Context: an optimization exercise on an open-source flow, tuned for small area. The choices shown serve that exercise and are no tape-out recipe. The RTL was checked by simulation tests, not by an equivalence proof against the original design. The clock port is modelled as an ideal driver; clocking choices that lean on that would not hold on a real chip. No activity file was given, so power comes from the tool's default toggle rates.

==> flow/design.v <==
module pokey_advanced (
    input clk,               
    input enable_179mhz,     
    input reset_n,           
    input [3:0] addr,
    input [7:0] din,
    input we,
    output reg audio_pwm
);
    reg [7:0] audf0, audf1, audf2, audf3;
    wire [7:0] naudf0 = ~audf0;
    wire [7:0] naudf1 = ~audf1;
    wire [7:0] naudf2 = ~audf2;
    wire [7:0] naudf3 = ~audf3;
    reg [3:0] vol0, vol1, vol2, vol3;
    reg [1:0] dist0, dist1, dist2, dist3;    
    reg       use_15khz, link_34, link_12, fast3, fast1;
    wire [7:0] wd  = din & {8{reset_n}};
    wire [8:0] sel;
    assign sel[0] = ~reset_n | (we & addr == 4'd0);
    assign sel[1] = ~reset_n | (we & addr == 4'd1);
    assign sel[2] = ~reset_n | (we & addr == 4'd2);
    assign sel[3] = ~reset_n | (we & addr == 4'd3);
    assign sel[4] = ~reset_n | (we & addr == 4'd4);
    assign sel[5] = ~reset_n | (we & addr == 4'd5);
    assign sel[6] = ~reset_n | (we & addr == 4'd6);
    assign sel[7] = ~reset_n | (we & addr == 4'd7);
    assign sel[8] = ~reset_n | (we & addr == 4'd8);
    always @(posedge clk) begin
        if (sel[0]) audf0 <= wd;
        if (sel[1]) {dist0, vol0} <= {wd[7], wd[5], wd[3:0]};
        if (sel[2]) audf1 <= wd;
        if (sel[3]) {dist1, vol1} <= {wd[7], wd[5], wd[3:0]};
        if (sel[4]) audf2 <= wd;
        if (sel[5]) {dist2, vol2} <= {wd[7], wd[5], wd[3:0]};
        if (sel[6]) audf3 <= wd;
        if (sel[7]) {dist3, vol3} <= {wd[7], wd[5], wd[3:0]};
        if (sel[8]) {fast1, fast3, link_12, link_34, use_15khz} <= {wd[6], wd[5], wd[4], wd[3], wd[0]};
    end
    reg       pb;
    reg [3:0] pa;    
    reg [5:0] pc;    
    reg       en_d;  
    always @(posedge clk) begin
        en_d <= enable_179mhz & reset_n;
        if (!reset_n) begin
            pb <= 1'b0;
            pa <= 4'd0;
            pc <= 6'd0;
        end else if (enable_179mhz) begin
            pb <= ~pb;
            if (pb) begin
                pa <= (pa == 4'b0100) ? 4'd0 : {pa[2:0], ~(pa[3] ^ pa[2])};
                pc <= (pc == 6'b001010) ? 6'd0 : {pc[4:0], ~(pc[5] ^ pc[4])};
            end
        end
    end
    wire tick_64khz = en_d & ~pb & (pa == 4'd0);
    wire tick_15khz = en_d & ~pb & (pc == 6'd0);
    reg [4:0]  poly5;
    reg [16:0] poly17;
    always @(posedge clk) begin
        if (!reset_n) begin
            poly5  <= 5'b10101;
            poly17 <= 17'b10101010101010101;
        end else if (enable_179mhz) begin
            poly5  <= {poly5[3:0],  ~(poly5[4] ^ poly5[2])};
            poly17 <= {poly17[15:0], ~(poly17[16] ^ poly17[4])};
        end
    end
    wire p5 = poly5[4];
    wire p17 = poly17[16];
    wire base_tick = use_15khz ? tick_15khz : tick_64khz;
    wire t0 = fast1 ? enable_179mhz : base_tick;
    wire t1 = base_tick & ~link_12;
    wire t2 = fast3 ? enable_179mhz : base_tick;
    wire t3 = base_tick & ~link_34;
    localparam [7:0] PM = 8'hAA;
    reg [15:0] q0, q2;
    reg [7:0]  q1, q3;
    wire [15:0] nc0 = q0 ^ {PM, PM};
    wire [15:0] nc2 = q2 ^ {PM, PM};
    wire [7:0]  nc1 = q1 ^ PM;
    wire [7:0]  nc3 = q3 ^ PM;
    reg [3:0]  chan_out;
    wire [16:0] b0, b2;
    wire [8:0]  b1, b3;
    assign b0[0] = t0;
    assign b1[0] = t1;
    assign b2[0] = t2;
    assign b3[0] = t3;
    genvar g;
    generate
        for (g = 0; g < 16; g = g + 1) begin : bw
            assign b0[g+1] = b0[g] & nc0[g];
            assign b2[g+1] = b2[g] & nc2[g];
        end
        for (g = 0; g < 8; g = g + 1) begin : bn
            assign b1[g+1] = b1[g] & nc1[g];
            assign b3[g+1] = b3[g] & nc3[g];
        end
    endgenerate
    wire ld0 = b0[16];
    wire ld1 = b1[8];
    wire ld2 = b2[16];
    wire ld3 = b3[8];
    wire [15:0] nload0 = {naudf1 | {8{~link_12}}, naudf0};
    wire [15:0] nload2 = {naudf3 | {8{~link_34}}, naudf2};
    reg rst_d;
    always @(posedge clk) begin
        rst_d <= ~reset_n;
        q0 <= ((nc0 ^ b0[15:0]) | (nload0 & {16{ld0 | rst_d}})) ^ {PM, PM};
        q1 <= ((nc1 ^ b1[7:0])  | (naudf1 & {8{ld1 | rst_d}})) ^ PM;
        q2 <= ((nc2 ^ b2[15:0]) | (nload2 & {16{ld2 | rst_d}})) ^ {PM, PM};
        q3 <= ((nc3 ^ b3[7:0])  | (naudf3 & {8{ld3 | rst_d}})) ^ PM;
    end
    function nxt(input [1:0] d, input o, input a17, input a5);
        nxt = (d == 2'b11) ? ~o : ((d[0] | a17) & (d[1] | a5));
    endfunction
    always @(posedge clk) begin
        if (!reset_n) chan_out <= 4'd0;
        else begin
            if (ld0) chan_out[0] <= nxt(dist0, chan_out[0], p17, p5);
            if (ld1) chan_out[1] <= nxt(dist1, chan_out[1], p17, p5);
            if (ld2) chan_out[2] <= nxt(dist2, chan_out[2], p17, p5);
            if (ld3) chan_out[3] <= nxt(dist3, chan_out[3], p17, p5);
        end
    end
    wire [3:0] a = ~(vol0 & {4{chan_out[0]}});
    wire [3:0] b = ~(vol1 & {4{chan_out[1]}});
    wire [3:0] d = ~(vol2 & {4{chan_out[2]}});
    wire [3:0] e = ~(vol3 & {4{chan_out[3]}});
    reg  [5:0] p;    
    function [1:0] fa(input x, input y, input z);    
        fa = {(x & y) | (x & z) | (y & z), x ^ y ^ z};
    endfunction
    function maj(input x, input y, input z);
        maj = (x & y) | (x & z) | (y & z);
    endfunction
    wire [1:0] f00 = fa(a[0], b[0], d[0]);
    wire       c01 = maj(f00[0], e[0], p[0]);
    wire [1:0] f10 = fa(a[1], b[1], d[1]);
    wire [1:0] f11 = fa(e[1], p[1], f00[1]);
    wire       c12 = maj(f10[0], f11[0], c01);
    wire [1:0] f20 = fa(a[2], b[2], d[2]);
    wire [1:0] f21 = fa(e[2], p[2], f10[1]);
    wire [1:0] f22 = fa(f20[0], f21[0], f11[1]);
    wire       c23 = f22[0] | c12;                   
    wire [1:0] f30 = fa(a[3], b[3], d[3]);
    wire [1:0] f31 = fa(e[3], p[3], f20[1]);
    wire [1:0] f32 = fa(f21[1], f22[1], c23);
    wire       c33 = maj(f30[0], f31[0], f32[0]);
    wire [1:0] f40 = fa(p[4], f30[1], f31[1]);
    wire       c41 = maj(f40[0], f32[1], c33);
    wire       c50 = maj(p[5], f40[1], c41);
    always @(posedge clk) begin
        if (!reset_n) begin
            p <= 6'd0;
            audio_pwm <= 1'b0;
        end else begin
            p <= p + 6'd1;
            audio_pwm <= ~c50;
        end
    end
endmodule
==> flow/config.mk <==
export PLATFORM = sky130hd
export DESIGN_NAME = pokey_advanced
export DESIGN_NICKNAME = pokey_advanced
export VERILOG_FILES = /design/flow/design.v
export SDC_FILE = /design/flow/constraint.sdc
export NUM_CORES = 4
export LEC_CHECK = 0
export ABC_AREA = 1
export CAP_MARGIN = 20
export CORE_MARGIN = 2
export CORE_UTILIZATION = 40
export SLEW_MARGIN = 20
==> flow/constraint.sdc <==
create_clock -name core_clock -period 6.0 [get_ports {clk}]
set_input_delay 1.2000 -clock core_clock [delete_from_list [all_inputs] [get_ports {clk}]]
set_output_delay 1.2000 -clock core_clock [all_outputs]
set_load 0.01 [all_outputs]
standard.sh (not shown) runs the stock make flow with config.mk's settings and CLKGATE_MAP_FILE= SYNTH_SCRIPT=/design/flow/synth_recipe.tcl, a recipe that flattens the netlist after the stock synthesis.
==> flow/flow/run.sh <==
#!/bin/bash
# Standard ORFS synthesis, then the combinational logic between the
# registers re-mapped by ABC for area (registers and full adders kept as they
# are), then the standard ORFS layout with clkbuf_4 clock buffers (upsized
# after CTS where a leaf's slew is high), no dummy clock loads, and the
# smallest buffer on each port.
set -euo pipefail
export CTS_ARGS="-sink_clustering_enable -repair_clock_nets -dont_use_dummy_load -buf_list {sky130_fd_sc_hd__clkbuf_4}"
export POST_CTS_TCL=$PWD/flow/post_cts.tcl
export CLK_LEAF_SLEW=0.112
export BUFFER_PORTS_ARGS="-buffer_cell sky130_fd_sc_hd__buf_1"
R=orfs/results/$FLOW_PLATFORM/pokey_advanced/base
bash standard.sh synth > synth_make.log 2>&1
cp $R/1_2_yosys.v $R/1_2_yosys_std.v
export RESYN_IN=$R/1_2_yosys_std.v RESYN_OUT=$R/1_2_yosys.v
export RESYN_LIB=$FLOW_HOME/platforms/sky130hd/lib/sky130_fd_sc_hd__tt_025C_1v80.lib
export RESYN_ABC=$PWD/flow/area.abc
yosys -c flow/resyn.tcl > resyn.log 2>&1
rm -f $R/1_synth.odb $R/1_synth.sdc
bash standard.sh > flow_make.log 2>&1
Other scripts of this flow, unchanged in this note and not shown: flow/flow/area.abc, flow/flow/post_cts.tcl, flow/flow/resyn.tcl
==> next run, changes <==
--- a/flow/design.v
+++ b/flow/design.v
@@ -48,12 +48,12 @@
             pa <= 4'd0;
             pc <= 6'd0;
         end else if (enable_179mhz) begin
             pb <= ~pb;
             if (pb) begin
-                pa <= (pa == 4'b0100) ? 4'd0 : {pa[2:0], ~(pa[3] ^ pa[2])};
-                pc <= (pc == 6'b001010) ? 6'd0 : {pc[4:0], ~(pc[5] ^ pc[4])};
+                pa <= (pa == 4'd13) ? 4'd0 : pa + 4'd1;
+                pc <= (pc == 6'd56) ? 6'd0 : pc + 6'd1;
             end
         end
     end
     wire tick_64khz = en_d & ~pb & (pa == 4'd0);
     wire tick_15khz = en_d & ~pb & (pc == 6'd0);
Effect: Count of clock-buffer cells in the layout is unchanged. Critical path depth goes up by 2. Die area rises by 0.63%. Fmax fell by 0.59%. Clock skew increases by 0.0037 ns. Worst setup slack loses 0.028 ns. Final area hardly moves. Via count increases by 0.84%. Area after synthesis goes up by 0.66%.

---

Another version of the RTL of pokey_advanced (not shown whole).
For scale: roughly 540 cells after synthesis, ~17 I/O pins.
==> module pokey_advanced, before the edit <==
module pokey_advanced (
    input clk,               
    input enable_179mhz,     
    input reset_n,           
    input [3:0] addr,
    input [7:0] din,
    input we,
    output reg audio_pwm
);
    localparam [7:0] PM = 8'h55;
    reg [7:0] raudf0, raudf1, raudf2, raudf3;
    wire [7:0] naudf0 = raudf0 ^ PM;
    wire [7:0] naudf1 = raudf1 ^ PM;
    wire [7:0] naudf2 = raudf2 ^ PM;
    wire [7:0] naudf3 = raudf3 ^ PM;
    reg [3:0] vol0, vol1, vol2, vol3;
    reg [1:0] dist0, dist1, dist2, dist3;    
    reg       use_15khz, link_34, link_12, fast3, fast1;
    wire [7:0] wd  = din & {8{reset_n}};
    wire [7:0] wdn = ~wd;
    wire [8:0] sel;
    assign sel[0] = ~reset_n | (we & addr == 4'd0);
    assign sel[1] = ~reset_n | (we & addr == 4'd1);
    assign sel[2] = ~reset_n | (we & addr == 4'd2);
    assign sel[3] = ~reset_n | (we & addr == 4'd3);
    assign sel[4] = ~reset_n | (we & addr == 4'd4);
    assign sel[5] = ~reset_n | (we & addr == 4'd5);
    assign sel[6] = ~reset_n | (we & addr == 4'd6);
    assign sel[7] = ~reset_n | (we & addr == 4'd7);
    assign sel[8] = ~reset_n | (we & addr == 4'd8);
    always @(posedge clk) begin
        if (sel[0]) raudf0 <= wdn ^ PM;
        if (sel[1]) {dist0, vol0} <= {wd[7], wd[5], wd[3:0]};
        if (sel[2]) raudf1 <= wdn ^ PM;
        if (sel[3]) {dist1, vol1} <= {wd[7], wd[5], wd[3:0]};
        if (sel[4]) raudf2 <= wdn ^ PM;
        if (sel[5]) {dist2, vol2} <= {wd[7], wd[5], wd[3:0]};
        if (sel[6]) raudf3 <= wdn ^ PM;
        if (sel[7]) {dist3, vol3} <= {wd[7], wd[5], wd[3:0]};
        if (sel[8]) {fast1, fast3, link_12, link_34, use_15khz} <= {wd[6], wd[5], wd[4], wd[3], wd[0]};
    end
    reg       pb;
    reg [3:0] pa;    
    reg [5:0] pc;    
    reg       en_d;  
    always @(posedge clk) begin
        en_d <= enable_179mhz & reset_n;
        if (!reset_n) begin
            pb <= 1'b0;
            pa <= 4'd0;
            pc <= 6'd0;
        end else if (enable_179mhz) begin
            pb <= ~pb;
            if (pb) begin
                pa <= (pa == 4'd13) ? 4'd0 : pa + 4'd1;
                pc <= (pc == 6'd56) ? 6'd0 : pc + 6'd1;
            end
        end
    end
    wire tick_64khz = en_d & ~pb & (pa == 4'd0);
    wire tick_15khz = en_d & ~pb & (pc == 6'd0);
    reg [4:0]  poly5;
    reg [16:0] poly17;
    always @(posedge clk) begin
        if (!reset_n) begin
            poly5  <= 5'b10101;
            poly17 <= 17'b10101010101010101;
        end else if (enable_179mhz) begin
            poly5  <= {poly5[3:0],  ~(poly5[4] ^ poly5[2])};
            poly17 <= {poly17[15:0], ~(poly17[16] ^ poly17[4])};
        end
    end
    wire p5 = poly5[4];
    wire p17 = poly17[16];
    wire base_tick = use_15khz ? tick_15khz : tick_64khz;
    wire t0 = fast1 ? enable_179mhz : base_tick;
    wire t1 = base_tick & ~link_12;
    wire t2 = fast3 ? enable_179mhz : base_tick;
    wire t3 = base_tick & ~link_34;
    reg [15:0] q0, q2;
    reg [7:0]  q1, q3;
    wire [15:0] nc0 = q0 ^ {PM, PM};
    wire [15:0] nc2 = q2 ^ {PM, PM};
    wire [7:0]  nc1 = q1 ^ PM;
    wire [7:0]  nc3 = q3 ^ PM;
    reg [3:0]  chan_out;
    wire [16:0] b0, b2;
    wire [8:0]  b1, b3;
    assign b0[0] = t0;
    assign b1[0] = t1;
    assign b2[0] = t2;
    assign b3[0] = t3;
    genvar g;
    generate
        for (g = 0; g < 16; g = g + 1) begin : bw
            assign b0[g+1] = b0[g] & nc0[g];
            assign b2[g+1] = b2[g] & nc2[g];
        end
        for (g = 0; g < 8; g = g + 1) begin : bn
            assign b1[g+1] = b1[g] & nc1[g];
            assign b3[g+1] = b3[g] & nc3[g];
        end
    endgenerate
    wire ld0 = b0[16];
    wire ld1 = b1[8];
    wire ld2 = b2[16];
    wire ld3 = b3[8];
    wire [15:0] nload0 = {naudf1 | {8{~link_12}}, naudf0};
    wire [15:0] nload2 = {naudf3 | {8{~link_34}}, naudf2};
    always @(posedge clk) begin
        q0 <= ((nc0 ^ b0[15:0]) | (nload0 & {16{ld0}}) | {16{~reset_n}}) ^ {PM, PM};
        q1 <= ((nc1 ^ b1[7:0])  | (naudf1 & {8{ld1}})  | {8{~reset_n}}) ^ PM;
        q2 <= ((nc2 ^ b2[15:0]) | (nload2 & {16{ld2}}) | {16{~reset_n}}) ^ {PM, PM};
        q3 <= ((nc3 ^ b3[7:0])  | (naudf3 & {8{ld3}})  | {8{~reset_n}}) ^ PM;
    end
    function nxt(input [1:0] d, input o, input a17, input a5);
        nxt = (d == 2'b11) ? ~o : ((d[0] | a17) & (d[1] | a5));
    endfunction
    always @(posedge clk) begin
        if (!reset_n) chan_out <= 4'd0;
        else begin
            if (ld0) chan_out[0] <= nxt(dist0, chan_out[0], p17, p5);
            if (ld1) chan_out[1] <= nxt(dist1, chan_out[1], p17, p5);
            if (ld2) chan_out[2] <= nxt(dist2, chan_out[2], p17, p5);
            if (ld3) chan_out[3] <= nxt(dist3, chan_out[3], p17, p5);
        end
    end
    wire [3:0] a = ~(vol0 & {4{chan_out[0]}});
    wire [3:0] b = ~(vol1 & {4{chan_out[1]}});
    wire [3:0] d = ~(vol2 & {4{chan_out[2]}});
    wire [3:0] e = ~(vol3 & {4{chan_out[3]}});
    reg  [5:0] p;    
    function [1:0] fa(input x, input y, input z);    
        fa = {(x & y) | (x & z) | (y & z), x ^ y ^ z};
    endfunction
    function maj(input x, input y, input z);
        maj = (x & y) | (x & z) | (y & z);
    endfunction
    wire [1:0] f00 = fa(a[0], b[0], d[0]);
    wire       c01 = maj(f00[0], e[0], p[0]);
    wire [1:0] f10 = fa(a[1], b[1], d[1]);
    wire [1:0] f11 = fa(e[1], p[1], f00[1]);
    wire       c12 = maj(f10[0], f11[0], c01);
    wire [1:0] f20 = fa(a[2], b[2], d[2]);
    wire [1:0] f21 = fa(e[2], p[2], f10[1]);
    wire [1:0] f22 = fa(f20[0], f21[0], f11[1]);
    wire       c23 = f22[0] | c12;                   
    wire [1:0] f30 = fa(a[3], b[3], d[3]);
    wire [1:0] f31 = fa(e[3], p[3], f20[1]);
    wire [1:0] f32 = fa(f21[1], f22[1], c23);
    wire       c33 = maj(f30[0], f31[0], f32[0]);
    wire [1:0] f40 = fa(p[4], f30[1], f31[1]);
    wire       c41 = maj(f40[0], f32[1], c33);
    wire       c50 = maj(p[5], f40[1], c41);
    always @(posedge clk) begin
        if (!reset_n) begin
            p <= 6'd0;
            audio_pwm <= 1'b0;
        end else begin
            p <= p + 6'd1;
            audio_pwm <= ~c50;
        end
    end
endmodule
clock: 6.0 ns
lec_check: 0
abc_area: 1
cap_margin: 20
core_margin: 2
core_utilization: 40
slew_margin: 20
==> flow/flow/area.abc <==
strash
dch -f
amap
mfs3 -a
topo
==> flow/flow/post_cts.tcl <==
# Clock-tree touch-up after CTS: a leaf clock buffer whose output slew is high
# gets the next stronger clock buffer, so every flip-flop clock pin stays well
# inside the slew limit.
proc clk_slew {name} { return [get_property [get_pins $name/X] slew_max] }
estimate_parasitics -placement
set changed 0
foreach inst [get_cells clkbuf_*] {
  set name [get_name $inst]
  if {[llength [get_pins -quiet $name/X]] == 0} { continue }
  set s [clk_slew $name]
  if {$s > $::env(CLK_LEAF_SLEW) && [get_property $inst ref_name] == "sky130_fd_sc_hd__clkbuf_4"} {
    puts "clock buffer $name slew $s -> clkbuf_8"
    replace_cell $inst sky130_fd_sc_hd__clkbuf_8
    incr changed
  }
}
if {$changed} {
  detailed_placement
  check_placement -verbose
  estimate_parasitics -placement
}
foreach inst [get_cells clkbuf_*] {
  set name [get_name $inst]
  puts "clock buffer $name [get_property $inst ref_name] slew [clk_slew $name]"
}
==> flow/flow/resyn.tcl <==
# Re-map the combinational cells of the standard synthesis for area.
# The flip-flops stay the same instances (names and cell types).
yosys -import
set lib $::env(RESYN_LIB)
read_liberty -ignore_miss_func $lib
read_verilog $::env(RESYN_IN)
hierarchy -top pokey_advanced
# keep every sequential cell and full adder as it is
set seq [list]
foreach m [split [string trim [tee -q -s result.string select -list-mod =sky130_fd_sc_hd__*]] "\n"] {
  if {[regexp {__(df|edf|sdf|dl|sedf|fa_)} $m]} { lappend seq $m }
}
foreach m $seq { blackbox $m }
flatten
hierarchy -top pokey_advanced
set dont_use [list]
foreach c {sky130_fd_sc_hd__probe_p_8 sky130_fd_sc_hd__probec_p_8 sky130_fd_sc_hd__lpflow_*} {
  lappend dont_use -dont_use $c
}
opt -purge
abc -liberty $lib -script $::env(RESYN_ABC) {*}$dont_use
read_liberty -lib -ignore_redef $lib
opt_clean -purge
setundef -zero
splitnets
opt_clean -purge
hilomap -singleton -hicell sky130_fd_sc_hd__conb_1 HI -locell sky130_fd_sc_hd__conb_1 LO
insbuf -buf sky130_fd_sc_hd__buf_4 A X
yosys rename -hide w:*.*
opt_clean -purge
tee -o resyn_stat.txt stat -liberty $lib
check -assert
write_verilog -noattr -nohex -nodec $::env(RESYN_OUT)
Scripts as last shown in full above: flow/flow/run.sh
Then changed:
--- a/flow/design.v
+++ b/flow/design.v
@@ -107,11 +107,13 @@
     wire ld3 = b3[8];
     wire [15:0] nload0 = {naudf1 | {8{~link_12}}, naudf0};
     wire [15:0] nload2 = {naudf3 | {8{~link_34}}, naudf2};
+    reg rst_d;
     always @(posedge clk) begin
-        q0 <= ((nc0 ^ b0[15:0]) | (nload0 & {16{ld0}}) | {16{~reset_n}}) ^ {PM, PM};
-        q1 <= ((nc1 ^ b1[7:0])  | (naudf1 & {8{ld1}})  | {8{~reset_n}}) ^ PM;
-        q2 <= ((nc2 ^ b2[15:0]) | (nload2 & {16{ld2}}) | {16{~reset_n}}) ^ {PM, PM};
-        q3 <= ((nc3 ^ b3[7:0])  | (naudf3 & {8{ld3}})  | {8{~reset_n}}) ^ PM;
+        rst_d <= ~reset_n;
+        q0 <= ((nc0 ^ b0[15:0]) | (nload0 & {16{ld0 | rst_d}})) ^ {PM, PM};
+        q1 <= ((nc1 ^ b1[7:0])  | (naudf1 & {8{ld1 | rst_d}})) ^ PM;
+        q2 <= ((nc2 ^ b2[15:0]) | (nload2 & {16{ld2 | rst_d}})) ^ {PM, PM};
+        q3 <= ((nc3 ^ b3[7:0])  | (naudf3 & {8{ld3 | rst_d}})) ^ PM;
     end
     function nxt(input [1:0] d, input o, input a17, input a5);
         nxt = (d == 2'b11) ? ~o : ((d[0] | a17) & (d[1] | a5));
Register-to-register slack improved by 0.84 ns.
Design area went down by about 0.7%.
Utilization went down by 0.14 points.
Worst setup slack improved by 0.66 ns.
Wire length went down by about 4.3%.
Worst hold slack improved by 0.019 ns.
Non-clock buffer count went down by 2.
Power went up by 6.3%.
Sequential power went up by about 7%.

==> port drivers added, routing unchanged <==
In the flow no input, the clock included, has a driving cell. The finished layouts below were timed again as built, in two steps.
Step 1, drivers: a clkbuf_16 drives clk and a buf_2 each remaining input, both assumed.
Step 2 also shifts input and output timing later by t, the mid clock arrival at the registers, as if the neighbouring blocks saw the same clock.
a / b / c = ideal / step 1 / step 2; a / b = the first two.
| run | shift t [ns] | setup slack, ns | hold WS [ns] | latest minus earliest clock arrival (ns) | slew at the worst register clock pin (ns) |
|---|---|---|---|---|---|
| the first run of note 1 | 0.444 | 1.352 / 1.365 / 0.921 | 0.441 / 0.441 / 0.441 | 0.029 / 0.030 | 0.11 / 0.11 |
| the second run of note 1 | 0.439 | 1.324 / 1.324 / 1.011 | 0.433 / 0.433 / 0.433 | 0.034 / 0.034 | 0.11 / 0.11 |
| the first run of note 2 | 0.456 | 0.914 / 0.914 / 0.787 | 0.427 / 0.427 / 0.427 | 0.037 / 0.037 | 0.11 / 0.11 |
| the second run of note 2 | 0.454 | 1.571 / 1.580 / 1.127 | 0.446 / 0.446 / 0.446 | 0.031 / 0.031 | 0.11 / 0.11 |
After both steps every run listed still meets setup and hold. The setup slack of the second run of note 2, which loses most, moves by +0.009 ns with the drivers and by -0.444 ns with both steps.
